What follows belongs to an exercise in optimizing a design on an open flow for small area, a short achievable clock period and few clock cycles per item; a production flow would make more cautious choices.
Function was checked by simulation only, so behaviour that the tests miss may differ from the original.

==> flow/design.v (excerpt) <==
module fir_1(
    input clk,
    input reset_p,
    input [15:0]x,
    input act,
    output reg [15:0]y,
    output ready
    );
    assign ready = 1'b1;
    reg [15:0] h0, h1, h2, h3, h4, h5, h6, h7, h8;
    reg [16:0] p2, p3, p4;
    reg [31:0] rs, rc, qs, qc;
    wire s1;
    wire c2;
    wire s3;
    wire c4;
    wire s5;
    wire c6;
    wire s7;
    wire c8;
    wire s9;
    wire c10;
    wire s11;
    wire c12;
    wire s13;
    wire c14;
    wire s15;
    wire c16;
    wire s17;
    wire c18;
    wire s19;
    wire c20;
    wire i21;
    wire s22;
    wire c23;
    wire s24;
    wire c25;
    wire s26;
    wire c27;
    wire s28;
    wire c29;
    wire i30;
    wire s31;
    wire c32;
    wire s33;
    wire c34;
    wire s35;
    wire c36;
    wire s37;
    wire c38;
    wire s39;
    wire c40;
    wire s41;
    wire c42;
    wire s43;
    wire c44;
    wire s45;
    wire c46;
    wire s47;
    wire c48;
    wire s49;
    wire c50;
    wire s51;
    wire c52;
    wire i53;
    wire i54;
    wire s55;
    wire c56;
    wire s57;
    wire c58;
    wire s59;
    wire c60;
    wire s61;
    wire c62;
    wire s63;
    wire c64;
    wire s65;
    wire c66;
    wire s67;
    wire c68;
    wire s69;
    wire c70;
    wire s71;
    wire c72;
    wire s73;
    wire c74;
    wire s75;
    wire c76;
    wire s77;
    wire c78;
    wire s79;
    wire c80;
    wire s81;
    wire c82;
    wire s83;
    wire c84;
    wire s85;
    wire c86;
    wire s87;
    wire c88;
    wire s89;
    wire c90;
    wire s91;
    wire c92;
    wire s93;
    wire c94;
    wire s95;
    wire c96;
    wire s97;
    wire c98;
    wire s99;
    wire c100;
    wire s101;
    wire c102;
    wire s103;
    wire c104;
    wire s105;
    wire c106;
    wire s107;
    wire c108;
    wire s109;
    wire c110;
    wire s111;
    wire c112;
    wire s113;
    wire c114;
    wire s115;
    wire c116;
    wire s117;
    wire c118;
    wire s119;
  ...
Size in the first run: ~2600 cells after synthesis, about 310 flip-flops.
export LEC_CHECK = 0
export ABC_AREA = 1
export CAP_MARGIN = 20
export CORE_MARGIN = 2
export CORE_UTILIZATION = 40
export CTS_BUF_LIST = sky130_fd_sc_hd__clkbuf_16
export CTS_CLUSTER_DIAMETER = 150
export CTS_CLUSTER_SIZE = 20
export SLEW_MARGIN = 20
export SYNTH_HIERARCHICAL = 1
export SYNTH_MINIMUM_KEEP_SIZE = 0
create_clock -name core_clock -period 10.0 [get_ports {clk}]
standard.sh (not shown) runs the stock make flow with config.mk's settings and CLKGATE_MAP_FILE= SYNTH_SCRIPT=/design/flow/synth_recipe.tcl, a recipe that flattens the netlist after the stock synthesis.
==> flow/flow/run.sh <==
#!/bin/bash
set -euo pipefail
bash standard.sh SETUP_SLACK_MARGIN=6.3 finish > standard.log 2>&1
The first run passed the timing, design-rule and antenna checks.
Testbench counts at the start, summed over its fixed seeds: cycles 3,200, items 3,200.
Edit:
==> flow/flow/run.sh (replaced) <==
#!/bin/bash
set -euo pipefail
bash standard.sh SETUP_SLACK_MARGIN=6.0 finish > standard.log 2>&1
=> Via count drops slightly; count of clock-buffer cells in the layout goes up by 2; utilization drops by 0.84 points; maximum frequency grows slightly; cell area goes down slightly.
Edit:
--- a/flow/config.mk
+++ b/flow/config.mk
@@ -11 +11 @@
-export CORE_UTILIZATION = 40
+export CORE_UTILIZATION = 55
=>
- wire length rose by a few percent

## build 18
fir_1 again, from the RTL that the note above started with.
## fir_1
module fir_1(
    input clk,
    input reset_p,
    input [15:0]x,
    input act,
    output reg [15:0]y,
    output ready
    );
==> flow/config.mk <==
export PLATFORM = sky130hd
export DESIGN_NAME = fir_1
export DESIGN_NICKNAME = fir_1
export VERILOG_FILES = /design/flow/design.v
export SDC_FILE = /design/flow/constraint.sdc
export NUM_CORES = 4
export LEC_CHECK = 0
export ABC_AREA = 1
export CAP_MARGIN = 20
export CORE_MARGIN = 2
export CORE_UTILIZATION = 40
export CTS_BUF_LIST = sky130_fd_sc_hd__clkbuf_16
export CTS_CLUSTER_DIAMETER = 120
export CTS_CLUSTER_SIZE = 26
export SLEW_MARGIN = 20
export SYNTH_HIERARCHICAL = 1
export SYNTH_MINIMUM_KEEP_SIZE = 0
==> flow/constraint.sdc <==
create_clock -name core_clock -period 10.0 [get_ports {clk}]
set_input_delay 2.0000 -clock core_clock [delete_from_list [all_inputs] [get_ports {clk}]]
set_output_delay 2.0000 -clock core_clock [all_outputs]
set_load 0.01 [all_outputs]
==> flow/flow/run.sh <==
#!/bin/bash
set -euo pipefail
bash standard.sh SETUP_SLACK_MARGIN=6.0 finish > standard.log 2>&1
Testbench counts of build 18, summed over its fixed seeds: cycles 3,200, items 3,200.
The following lists how build 3 was set up differently from build 18:
Settings: CTS_CLUSTER_DIAMETER changed from 120 to 150; CTS_CLUSTER_SIZE changed from 26 to 20; GPL_ROUTABILITY_DRIVEN newly set to 0.
[summary]
Top fanout value on the critical path: build 3 < build 18. A launch point of the worst path of p2[10]$_DFFE_PP0P_ is what build 18 shows, while x[6] belongs to build 3. When the final numbers for build 3 and build 18 were put side by side, the non-clock buffer count turned out to be smaller in build 3. Hold slack across build 3 and build 18: no real change. On final core utilization, build 3 tracks build 18 almost exactly. Looking at wire length of the first global-routing pass, build 3 sits 610 um above build 18.
Relative to build 3, the following input files were edited for build 24:
Settings: ABC_AREA removed (was 1); GPL_ROUTABILITY_DRIVEN removed (was 0).
==> comparison <==
- Depth of the worst register-to-register path: build 24 vs build 3 down 2
- Comparing build 3 and build 24, the higher final design instance area without fill was measured on build 3.
- Looking at pin count of the biggest net entering global routing, build 24 sits 19% higher than build 3 does.
- Looking at sequential share of layout area, build 24 sits 1.3 points above build 3.
### build 24 -> build 54
Settings: ABC_AREA: unset -> 1.
==> flow/flow/run.sh <==
#!/bin/bash
set -euo pipefail
bash standard.sh SETUP_SLACK_MARGIN=5.6 finish > standard.log 2>&1
## What came out
- Build 54 against build 24: storage element area lost about 1.1%, met2 layer wire length in the routed design now larger, post-layout worst setup margin went up 0.52 ns, remaining max-slew budget at the tightest pin down 7.9 points.
- Build 24 vs build 54, cell with the largest stage delay on the worst path: sky130_fd_sc_hd__dfstp_2 vs sky130_fd_sc_hd__dfrtp_1
- Comparing register-to-register slack for build 24 and build 54, the smaller number came from build 24.
- Netlist area before placement (build 54 over build 24): increase, 3.5%
- Of build 24 and build 54, build 54 shows the higher area share of and/or/nand/nor cells after synthesis, with build 24 below it.
- Build 54 reports a higher wire length of the first global-routing pass than build 24 does.
- Compared with build 24, build 54 shows total wire length that has gone up by more than 10%.

## static timing again, ports no longer ideal
Ports are ideal in the flow. The routed layouts listed here were re-timed in OpenROAD.
Step 1 (the two cells are an assumption about what drives the block):
set clk [get_ports {clk}]
set_driving_cell -lib_cell sky130_fd_sc_hd__clkbuf_16 $clk
set_driving_cell -lib_cell sky130_fd_sc_hd__buf_2 [delete_from_list [all_inputs] $clk]
Step 2 moves the port delays by t, midway between the first and last clock arrival at a register: inputs arrive t later, outputs are due t later. That takes back most of the time a late clock gives input paths.
a / b / c = ideal ports / drivers / drivers and shift; a / b = the first two.
| run | t, ns | setup slack, ns | worst slew at a driven data input, ns |
|---|---|---|---|
| the first run of note 1 | 0.613 | 5.862 / 5.862 / 5.319 | 0.06 |
| the second run of note 1 | 0.597 | 5.904 / 5.904 / 5.379 | 0.08 |
| the third run of note 1 | 0.617 | 5.748 / 5.748 / 5.204 | 0.05 |
| build 18 | 0.602 | 5.906 / 5.900 / 5.298 | 0.07 |
| build 3 | 0.587 | 5.844 / 5.865 / 5.278 | 0.07 |
| build 24 | 0.598 | 5.190 / 5.190 / 4.666 | 0.06 |
| build 54 | 0.615 | 5.707 / 5.707 / 5.200 | 0.08 |
After both steps every run listed still meets setup and hold. The setup slack of build 18, which loses most, moves by -0.006 ns with the drivers and by -0.608 ns with both steps.
